Source: an optimization exercise on an open RTL-to-GDS flow (aim: small area). Production flows keep margins and buffers that such runs may drop.
RTL that was checked went through simulation tests only; none was proved equivalent to the original.
No activity file was given, so power comes from the tool's default toggle rates.

wip/juniper:
// ALU_ft
module ALU_ft (
    input              clk,
    input              rst,
    input      [31:0]  A,
    input      [31:0]  B,
    input      [2:0]   ALUControl,
    output reg [31:0]  Result,
    output reg         Zero,
    output reg         Carry,
    output reg         OverFlow,
    output             Negative,
    output reg         fault_detected_out
);
clock: 6.0 ns
lec_check: 0
cap_margin: 30
core_margin: 2
core_utilization: 40
cts_buf_list: sky130_fd_sc_hd__clkbuf_4 sky130_fd_sc_hd__clkbuf_8
slew_margin: 30
synth_hierarchical: 1
standard.sh (not shown) runs the stock make flow with config.mk's settings and CLKGATE_MAP_FILE= SYNTH_SCRIPT=/design/flow/synth_recipe.tcl, a recipe that flattens the netlist after the stock synthesis.
==> flow/flow/run.sh <==
#!/bin/bash
# Own flow: the standard layout (standard.sh, unchanged synthesis), with
# the port buffers that buffer_ports inserts made sky130_fd_sc_hd__buf_1
# instead of the default it picks. Every tool's full output stays in
# orfs/logs/ under this folder; make's output goes to layout.log here.
set -euo pipefail
export BUFFER_PORTS_ARGS="-buffer_cell sky130_fd_sc_hd__buf_1"
bash standard.sh finish > layout.log 2>&1
test -f out/final.def
## Diff of input files: wip/garnet against wip/juniper
==> flow/config.mk <==
export PLATFORM = sky130hd
export DESIGN_NAME = ALU_ft
export DESIGN_NICKNAME = ALU_ft
export VERILOG_FILES = /design/flow/design.v
export SDC_FILE = /design/flow/constraint.sdc
export NUM_CORES = 4
export LEC_CHECK = 0
export CAP_MARGIN = 10
export CORE_MARGIN = 2
export CORE_UTILIZATION = 40
export CTS_BUF_LIST = sky130_fd_sc_hd__clkbuf_4
export CTS_CLUSTER_SIZE = 30
export SLEW_MARGIN = 10
export SYNTH_HIERARCHICAL = 1
### Flow results
Logic gate share of total power, wip/juniper and wip/garnet: lower on wip/juniper. Via count delta (wip/garnet − wip/juniper): favourable. First-pass GRT wire length: wip/garnet vs wip/juniper down 340 um. Max buffer share of cell area across wip/juniper and wip/garnet: wip/juniper. Lower global-route usage goes to wip/garnet over wip/juniper. Changes observed in wip/garnet relative to wip/juniper: final routed wire length divided by cell count closely matched the old numbers; internal reg-to-reg setup slack dropped 0.22 ns. Count of clock-buffer cells in the layout on wip/garnet is down relative to wip/juniper. Between wip/juniper and wip/garnet, the cell area is lower for wip/garnet. The estimated power of wip/garnet ends up lower than the estimate for wip/juniper.
#### Input delta (wip/ember over wip/garnet)
==> flow/flow/run.sh <==
#!/bin/bash
# Own flow: the standard layout (standard.sh, unchanged synthesis) with
#  - port buffers made sky130_fd_sc_hd__buf_1 (BUFFER_PORTS_ARGS);
#  - clock tree synthesis without dummy loads, with clkbuf_4 buffers
#    (CTS_ARGS; the rest as cts.tcl sets them).
# Every tool's full output stays in orfs/logs/ under this folder; make's
# output goes to layout.log here.
set -euo pipefail
export BUFFER_PORTS_ARGS="-buffer_cell sky130_fd_sc_hd__buf_1"
export CTS_ARGS="-sink_clustering_enable -repair_clock_nets -buf_list sky130_fd_sc_hd__clkbuf_4 -sink_clustering_size 30 -dont_use_dummy_load"
bash standard.sh finish > layout.log 2>&1
test -f out/final.def
diff --git a/flow/config.mk b/flow/config.mk
--- a/flow/config.mk
+++ b/flow/config.mk
@@ -9,6 +9,4 @@
 export CORE_MARGIN = 2
 export CORE_UTILIZATION = 40
-export CTS_BUF_LIST = sky130_fd_sc_hd__clkbuf_4
-export CTS_CLUSTER_SIZE = 30
 export SLEW_MARGIN = 10
 export SYNTH_HIERARCHICAL = 1
[summary]
- wip/ember | status: complete | timing, DRC, antenna: pass
- Setup skew after layout (wip/ember over wip/garnet): increase, 0.013 ns
- Re layout-stage area growth over the synthesis result: wip/garnet and wip/ember aren't equal, and the lower value belongs to wip/ember.
- Summary of wip/ember over wip/garnet: number of standard cells in the final layout excluding fillers down 7; combinational group share of total power went up by 1.7 points; minimum hold slack shows a reduction of 0.0053 ns.
For wip/nickel, these inputs were changed with respect to wip/ember:
==> flow/flow/run.sh <==
#!/bin/bash
# Own flow: the standard layout (standard.sh, unchanged synthesis) with
#  - the synthesized netlist's combinational cells set to drive strength 1
#    (flow/downsize.py) before floorplanning; the flow's repair steps size
#    them up again where needed;
#  - port buffers made sky130_fd_sc_hd__buf_1 (BUFFER_PORTS_ARGS);
#  - clock tree synthesis without dummy loads, with clkbuf_4 buffers
#    (CTS_ARGS; the rest as cts.tcl sets them).
# Every tool's full output stays in orfs/logs/ under this folder; make's
# output goes to synth.log and layout.log here, downsize.py's to downsize.log.
set -euo pipefail
export BUFFER_PORTS_ARGS="-buffer_cell sky130_fd_sc_hd__buf_1"
export CTS_ARGS="-sink_clustering_enable -repair_clock_nets -buf_list sky130_fd_sc_hd__clkbuf_4 -sink_clustering_size 30 -dont_use_dummy_load"
res=orfs/results/$FLOW_PLATFORM/ALU_ft/base
bash standard.sh synth > synth.log 2>&1
python3 flow/downsize.py $res/1_2_yosys.v $FLOW_HOME/platforms/$FLOW_PLATFORM/lib/sky130_fd_sc_hd__tt_025C_1v80.lib > downsize.log 2>&1
touch $res/1_2_yosys.v $res/1_2_yosys.sdc
rm -f $res/1_synth.odb $res/1_synth.sdc
bash standard.sh finish > layout.log 2>&1
test -f out/final.def
==> flow/flow/downsize.py (new file) <==
#!/usr/bin/env python3
"""Sets every combinational cell of a synthesized netlist to its smallest
drive strength variant (same function and pins).
Flip-flops, latches, tie cells and other special cells are left alone.
The layout flow's repair steps upsize cells again where timing, slew or
capacitance need it.  Usage: downsize.py NETLIST LIBERTY"""
import re, sys

net, lib = sys.argv[1], sys.argv[2]
area = {}
text = open(lib).read()
heads = [(m.start(), m.group(1)) for m in re.finditer(r'^\s*cell\s*\(\s*"?(sky130_fd_sc_hd__\w+?)"?\s*\)', text, re.M)]
for k, (pos, name) in enumerate(heads):
    end = heads[k + 1][0] if k + 1 < len(heads) else len(text)
    m = re.search(r'\barea\s*:\s*([0-9.]+)', text[pos:end])
    if m:
        area[name] = float(m.group(1))
variants = {}
for name in area:
    m = re.match(r'(sky130_fd_sc_hd__[a-z0-9]+?)_(\d+)$', name)
    if m:
        variants.setdefault(m.group(1), []).append(m.group(2))
skip = re.compile(r'sky130_fd_sc_hd__(df|edf|sdf|sedf|dl|conb|tap|fill|decap|diode|probe|lpflow|clk)')
pat = re.compile(r'^(\s*)(sky130_fd_sc_hd__[a-z0-9]+?)_(\d+)(\s)', re.M)
count = {}
def repl(m):
    base, size = m.group(2), m.group(3)
    cur = f'{base}_{size}'
    if skip.match(base + '_') or cur not in area:
        return m.group(0)
    # smallest variant; on a tie keep the current one, else prefer _1
    best = min(variants[base], key=lambda v: (area[f'{base}_{v}'], v != size, v != '1'))
    if best == size:
        return m.group(0)
    count[cur] = count.get(cur, 0) + 1
    return f'{m.group(1)}{base}_{best}{m.group(4)}'
text = pat.sub(repl, open(net).read())
open(net, 'w').write(text)
for k, v in sorted(count.items()):
    print(f'downsized {v} x {k}')
Findings:
wip/nickel vs wip/ember: fraction of met3 tracks used by global routing up in wip/nickel
Launch point of the critical path: ALUControl[0] -> wip/nickel, ALUControl[1] -> wip/ember
wip/ember has a higher final worst setup slack than wip/nickel.
Switching power total, wip/nickel vs wip/ember: down slightly
## Diff of input files: wip/yarrow against wip/nickel
==> flow/flow/downsize.py <==
#!/usr/bin/env python3
"""Sets every combinational cell of a synthesized netlist to its drive
strength 1 variant (same function and pins), when the platform has one.
Flip-flops, latches, tie cells and other special cells are left alone.
The layout flow's repair steps upsize cells again where timing, slew or
capacitance need it.  Usage: downsize.py NETLIST LIBERTY"""
import re, sys

net, lib = sys.argv[1], sys.argv[2]
cells = set(re.findall(r'^\s*cell\s*\(\s*"?(sky130_fd_sc_hd__\w+?)"?\s*\)', open(lib).read(), re.M))
skip = re.compile(r'sky130_fd_sc_hd__(df|edf|sdf|sedf|dl|conb|tap|fill|decap|diode|probe|lpflow|clk)')
pat = re.compile(r'^(\s*)(sky130_fd_sc_hd__[a-z0-9]+?)_(\d+)(\s)', re.M)
count = {}
def repl(m):
    base, size = m.group(2), m.group(3)
    if skip.match(base + '_') or size == '1' or base + '_1' not in cells:
        return m.group(0)
    key = f'{base}_{size}'
    count[key] = count.get(key, 0) + 1
    return f'{m.group(1)}{base}_1{m.group(4)}'
text = pat.sub(repl, open(net).read())
open(net, 'w').write(text)
for k, v in sorted(count.items()):
    print(f'downsized {v} x {k}')
wip/yarrow was carried through to the last stage, and its layout satisfied the timing, design-rule and antenna checks.
When the final numbers for wip/nickel and wip/yarrow were put side by side, the max-slew headroom at the worst pin turned out to be smaller in wip/yarrow.
Compared with wip/nickel, cell count in wip/yarrow decreased slightly.
Taking wip/nickel as the reference, in wip/yarrow fmax has increased, critical path depth has decreased.


Another version of the RTL of ALU_ft (not shown whole).
Size in the first run: ~690 cells after synthesis, ~71 flip-flops, roughly 110 I/O pins.
clock: 6.0 ns
lec_check: 0
cap_margin: 30
core_margin: 2
core_utilization: 40
slew_margin: 30
synth_hierarchical: 1
run.sh (not shown) runs the stock make flow with config.mk's settings and CLKGATE_MAP_FILE= SYNTH_SCRIPT=/design/flow/synth_recipe.tcl, a recipe that flattens the netlist after the stock synthesis.
Stock flow here: none of the scripts above is used.
The starting point finished clean.
Next try:
==> flow/flow/run.sh (new file) <==
#!/bin/bash
# Own flow: the standard layout (standard.sh, unchanged synthesis), with
# the port buffers that buffer_ports inserts made sky130_fd_sc_hd__buf_1
# instead of the default it picks. Every tool's full output stays in
# orfs/logs/ under this folder; make's output goes to layout.log here.
set -euo pipefail
export BUFFER_PORTS_ARGS="-buffer_cell sky130_fd_sc_hd__buf_1"
bash standard.sh finish > layout.log 2>&1
test -f out/final.def
==> flow/standard.sh (new file) <==
#!/bin/bash
# synth_recipe.tcl (not shown) runs the flow's synth.tcl, then flattens the netlist and writes it again
# the make line also repeats each setting of config.mk as NAME=value (left out here)
make -C /OpenROAD-flow-scripts/flow DESIGN_CONFIG=/design/flow/config.mk WORK_HOME=/design/flow/orfs CLKGATE_MAP_FILE= SYNTH_SCRIPT=/design/flow/synth_recipe.tcl "${@:-finish}"
CTS_BUF_LIST = sky130_fd_sc_hd__clkbuf_4 sky130_fd_sc_hd__clkbuf_8   (was not set)
GPL_TIMING_DRIVEN = 0   (was not set)
removed: flow/run.sh
Effect: The new run passed the timing, design-rule and antenna checks; die area stays the same; global-route usage came out lower by 1.7 points; clock-buffer cell count came out lower by 1; first-iteration DRC count came out lower by 21%; design area came out lower by 9.1%; combinational power came out lower by 16%; core utilization came out lower by 4.9 points; setup slack gets worse by 0.16 ns; clock power came out lower by 17%; register-to-register slack gets worse by 0.16 ns; wire length came out lower by 5.1%.
Next try:
CTS_BUF_LIST = not set   (was sky130_fd_sc_hd__clkbuf_4 sky130_fd_sc_hd__clkbuf_8)
GPL_TIMING_DRIVEN = not set   (was 0)
Routed wire length came out higher slightly; power rose by a little under a tenth; via count came out higher slightly.


Another version of the RTL of ALU_ft (not shown whole).
Size in the first run: about 740 cells after synthesis, ~6000 um2 of cells after synthesis.
export LEC_CHECK = 0
export CAP_MARGIN = 10
export CORE_MARGIN = 2
export CORE_UTILIZATION = 40
export SLEW_MARGIN = 10
export SYNTH_HIERARCHICAL = 1
create_clock -name core_clock -period 6.0 [get_ports {clk}]
standard.sh (not shown) runs the stock make flow with config.mk's settings and CLKGATE_MAP_FILE= SYNTH_SCRIPT=/design/flow/synth_recipe.tcl, a recipe that flattens the netlist after the stock synthesis.
==> flow/flow/run.sh <==
#!/bin/bash
# Own flow: the standard layout (standard.sh, unchanged synthesis) with
#  - the synthesized netlist's combinational cells set to drive strength 1
#    (flow/downsize.py) before floorplanning; the flow's repair steps size
#    them up again where needed;
#  - port buffers made sky130_fd_sc_hd__buf_1 (BUFFER_PORTS_ARGS);
#  - clock tree synthesis without dummy loads, with clkbuf_4 buffers
#    (CTS_ARGS; the rest as cts.tcl sets them).
# Every tool's full output stays in orfs/logs/ under this folder; make's
# output goes to synth.log and layout.log here, downsize.py's to downsize.log.
set -euo pipefail
export BUFFER_PORTS_ARGS="-buffer_cell sky130_fd_sc_hd__buf_1"
export CTS_ARGS="-sink_clustering_enable -repair_clock_nets -buf_list sky130_fd_sc_hd__clkbuf_4 -sink_clustering_size 20 -sink_clustering_max_diameter 60 -dont_use_dummy_load"
res=orfs/results/$FLOW_PLATFORM/ALU_ft/base
bash standard.sh synth > synth.log 2>&1
python3 flow/downsize.py $res/1_2_yosys.v $FLOW_HOME/platforms/$FLOW_PLATFORM/lib/sky130_fd_sc_hd__tt_025C_1v80.lib > downsize.log 2>&1
touch $res/1_2_yosys.v $res/1_2_yosys.sdc
rm -f $res/1_synth.odb $res/1_synth.sdc
bash standard.sh finish > layout.log 2>&1
test -f out/final.def
Other scripts of this flow, unchanged in this note and not shown: flow/flow/downsize.py
Then changed:
--- a/flow/flow/run.sh
+++ b/flow/flow/run.sh
@@ -11,5 +11,5 @@
 set -euo pipefail
 export BUFFER_PORTS_ARGS="-buffer_cell sky130_fd_sc_hd__buf_1"
-export CTS_ARGS="-sink_clustering_enable -repair_clock_nets -buf_list sky130_fd_sc_hd__clkbuf_4 -sink_clustering_size 20 -sink_clustering_max_diameter 60 -dont_use_dummy_load"
+export CTS_ARGS="-sink_clustering_enable -repair_clock_nets -buf_list sky130_fd_sc_hd__clkbuf_4 -sink_clustering_size 30 -dont_use_dummy_load"
 res=orfs/results/$FLOW_PLATFORM/ALU_ft/base
 bash standard.sh synth > synth.log 2>&1
Result: Register-to-register slack barely changes. Die area does not change. Final area is unchanged.
Then changed:
Settings changed: GPL_TIMING_DRIVEN set to 0.
Result: The changed run passed the timing, design-rule and antenna checks; design area goes down slightly; flip-flop and latch count is unchanged; routed wire length goes down by a few percent; synthesized area is unchanged.
No functional check of the RTL was part of any run of this note.


v2:
ALU_ft, a different RTL version from the one above (not shown whole).
Size: ~110 I/O pins.
// ALU_ft
module ALU_ft (
    input              clk,
    input              rst,
    input      [31:0]  A,
    input      [31:0]  B,
    input      [2:0]   ALUControl,
    output reg [31:0]  Result,
    output reg         Zero,
    output reg         Carry,
    output reg         OverFlow,
    output             Negative,
    output reg         fault_detected_out
);
    wire [31:0] res;
    wire z, nz, cout, c31;
    ALU u_alu (
        .A(A),
        .B(B),
        .ALUControl(ALUControl),
        .res(res),
        .z(z),
        .nz(nz),
        .cout(cout),
        .c31(c31)
    );
    reg        q;
    reg        mism;
    reg [31:0] t2;
    wire f     = fault_detected_out;
    wire s3    = q & f;
    wire load  = q & (f | ~mism);
    wire nload = ~load;
    wire arith = ~ALUControl[2] & ~ALUControl[1];
    wire [31:0] r_d;
    genvar i;
    generate
        for (i = 0; i < 32; i = i + 1) begin : hold
            c_o22a u_h (.a1(res[i]), .a2(nload), .b1(Result[i]), .b2(load), .y(r_d[i]));
        end
    endgenerate
    wire [31:0] t2_d;
    wire ns3 = ~s3;
    generate
        for (i = 0; i < 32; i = i + 1) begin : t2hold
            c_o22a u_t (.a1(res[i]), .a2(s3), .b1(t2[i]), .b2(ns3), .y(t2_d[i]));
        end
    endgenerate
    wire zero_d, carry_d, ovf_d, mism_d, cmp_r;
    wire nmism = ~mism;
    c_o22a u_zd (.a1(z), .a2(nload), .b1(Zero), .b2(load), .y(zero_d));
    c_o22a u_cd (.a1(arith & cout), .a2(nload), .b1(Carry), .b2(load), .y(carry_d));
    c_o22a u_vd (.a1(arith & (cout ^ c31)), .a2(nload), .b1(OverFlow), .b2(load), .y(ovf_d));
    c_o22a u_mc (.a1(ne), .a2(mism), .b1(nz), .b2(nmism), .y(cmp_r));
    assign mism_d = ~q & cmp_r;
    wire [31:0] eq;
    wire [7:0]  e4n;
    wire [3:0]  e8;
    wire        ne;
    generate
        for (i = 0; i < 32; i = i + 1) begin : cmp
  ...
Settings: LEC_CHECK=0, CAP_MARGIN=10, CORE_MARGIN=2, CORE_UTILIZATION=40, SLEW_MARGIN=10, SYNTH_HIERARCHICAL=1; clock period 6.0 ns.
==> flow/flow/run.sh <==
#!/bin/bash
# Own flow: the standard layout (standard.sh, unchanged synthesis) with
#  - the synthesized netlist's combinational cells set to drive strength 1
#    (flow/downsize.py) before floorplanning; the flow's repair steps size
#    them up again where needed;
#  - port buffers made sky130_fd_sc_hd__buf_1 (BUFFER_PORTS_ARGS);
#  - clock tree synthesis without dummy loads, with clkbuf_4 buffers
#    (CTS_ARGS; the rest as cts.tcl sets them).
# Every tool's full output stays in orfs/logs/ under this folder; make's
# output goes to synth.log and layout.log here, downsize.py's to downsize.log.
set -euo pipefail
export BUFFER_PORTS_ARGS="-buffer_cell sky130_fd_sc_hd__buf_1"
export CTS_ARGS="-sink_clustering_enable -repair_clock_nets -buf_list sky130_fd_sc_hd__clkbuf_8 -sink_clustering_size 40 -sink_clustering_max_diameter 200 -dont_use_dummy_load"
res=orfs/results/$FLOW_PLATFORM/ALU_ft/base
bash standard.sh synth > synth.log 2>&1
python3 flow/downsize.py $res/1_2_yosys.v $FLOW_HOME/platforms/$FLOW_PLATFORM/lib/sky130_fd_sc_hd__tt_025C_1v80.lib > downsize.log 2>&1
touch $res/1_2_yosys.v $res/1_2_yosys.sdc
rm -f $res/1_synth.odb $res/1_synth.sdc
bash standard.sh finish > layout.log 2>&1
test -f out/final.def
Other scripts of this flow, unchanged in this note and not shown: flow/flow/downsize.py
v2 completed every stage of the flow, and the final layout passed the timing, design-rule and antenna checks.
--- input diff v2..v3 ---
- PLACE_DENSITY now 0.75, previously not set
- GPL_TIMING_DRIVEN now 0, previously not set
-- flow/flow/run.sh --
<<< v2, line 11
set -euo pipefail
export BUFFER_PORTS_ARGS="-buffer_cell sky130_fd_sc_hd__buf_1"
export CTS_ARGS="-sink_clustering_enable -repair_clock_nets -buf_list sky130_fd_sc_hd__clkbuf_8 -sink_clustering_size 40 -sink_clustering_max_diameter 200 -dont_use_dummy_load"
res=orfs/results/$FLOW_PLATFORM/ALU_ft/base
bash standard.sh synth > synth.log 2>&1
>>> v3, line 11
set -euo pipefail
export BUFFER_PORTS_ARGS="-buffer_cell sky130_fd_sc_hd__buf_1"
export CTS_ARGS="-sink_clustering_enable -repair_clock_nets -buf_list sky130_fd_sc_hd__clkbuf_4 -sink_clustering_size 30 -dont_use_dummy_load"
res=orfs/results/$FLOW_PLATFORM/ALU_ft/base
bash standard.sh synth > synth.log 2>&1
## What came out
- Looking only at instance area after placement, and setting everything else aside, the lower value of v2 and v3 goes to v3.
- Wire length on met2 in v3 vs v2: down about 16%
- Cell count delta for v3 relative to v2: 1.4% lower
- v2 -> v3: number of tapcells delta 0, exact match
- The maximum frequency was comparable across v2 and v3.
- v3 reports its cell at the slowest stage of the critical path as sky130_fd_sc_hd__a222oi_1 while v2 reports sky130_fd_sc_hd__nor4_1.

==> port drivers added, routing unchanged <==
Ports are ideal in the flow. The routed layouts listed here were re-timed in OpenROAD. Step 1 assumes that a clkbuf_16 drives the clock port and a buf_2 every other input. Step 2, shift: input delay + t, output delay - t, t = (earliest + latest rising clock arrival at the registers) / 2. This alone moves slack from input paths to output paths. a / b / c = ideal ports / drivers / drivers and shift; a / b = the first two.
run	t, ns	setup slack, ns	clock arrival spread, ns	worst register clock-pin slew, ns	worst slew at a driven data input, ns
wip/juniper	0.364	0.637 / 0.635 / 0.271	0.012 / 0.013	0.08 / 0.08	0.04
wip/garnet	0.425	0.704 / 0.711 / 0.285	0.015 / 0.015	0.11 / 0.11	0.03
wip/ember	0.416	0.677 / 0.680 / 0.264	0.028 / 0.028	0.11 / 0.11	0.04
wip/nickel	0.425	0.435 / 0.433 / 0.008	0.038 / 0.039	0.12 / 0.12	0.04
wip/yarrow	0.426	0.650 / 0.653 / 0.227	0.016 / 0.016	0.10 / 0.10	0.04
the first run of note 2	0.357	0.317 / 0.327 / -0.030	0.006 / 0.006	0.06 / 0.06	0.05
the second run of note 2	0.375	0.153 / 0.010 / -0.365	0.011 / 0.012	0.08 / 0.08	0.18
the third run of note 2	0.353	0.468 / 0.476 / 0.123	0.008 / 0.009	0.06 / 0.06	0.05
the first run of note 3	0.426	0.587 / 0.589 / 0.162	0.037 / 0.037	0.12 / 0.12	0.04
the second run of note 3	0.426	0.587 / 0.589 / 0.162	0.037 / 0.037	0.12 / 0.12	0.04
the third run of note 3	0.421	0.323 / 0.300 / -0.122	0.033 / 0.033	0.12 / 0.12	0.06
v2	0.365	0.315 / 0.324 / -0.041	0.018 / 0.018	0.07 / 0.07	0.04
v3	0.415	0.310 / 0.289 / -0.126	0.020 / 0.020	0.10 / 0.10	0.05
With both steps, setup timing fails in 5 of these runs, where it was met with ideal ports. For the second run of note 2, which loses most, drivers alone change the setup slack by -0.143 ns; drivers and shift together by -0.518 ns.
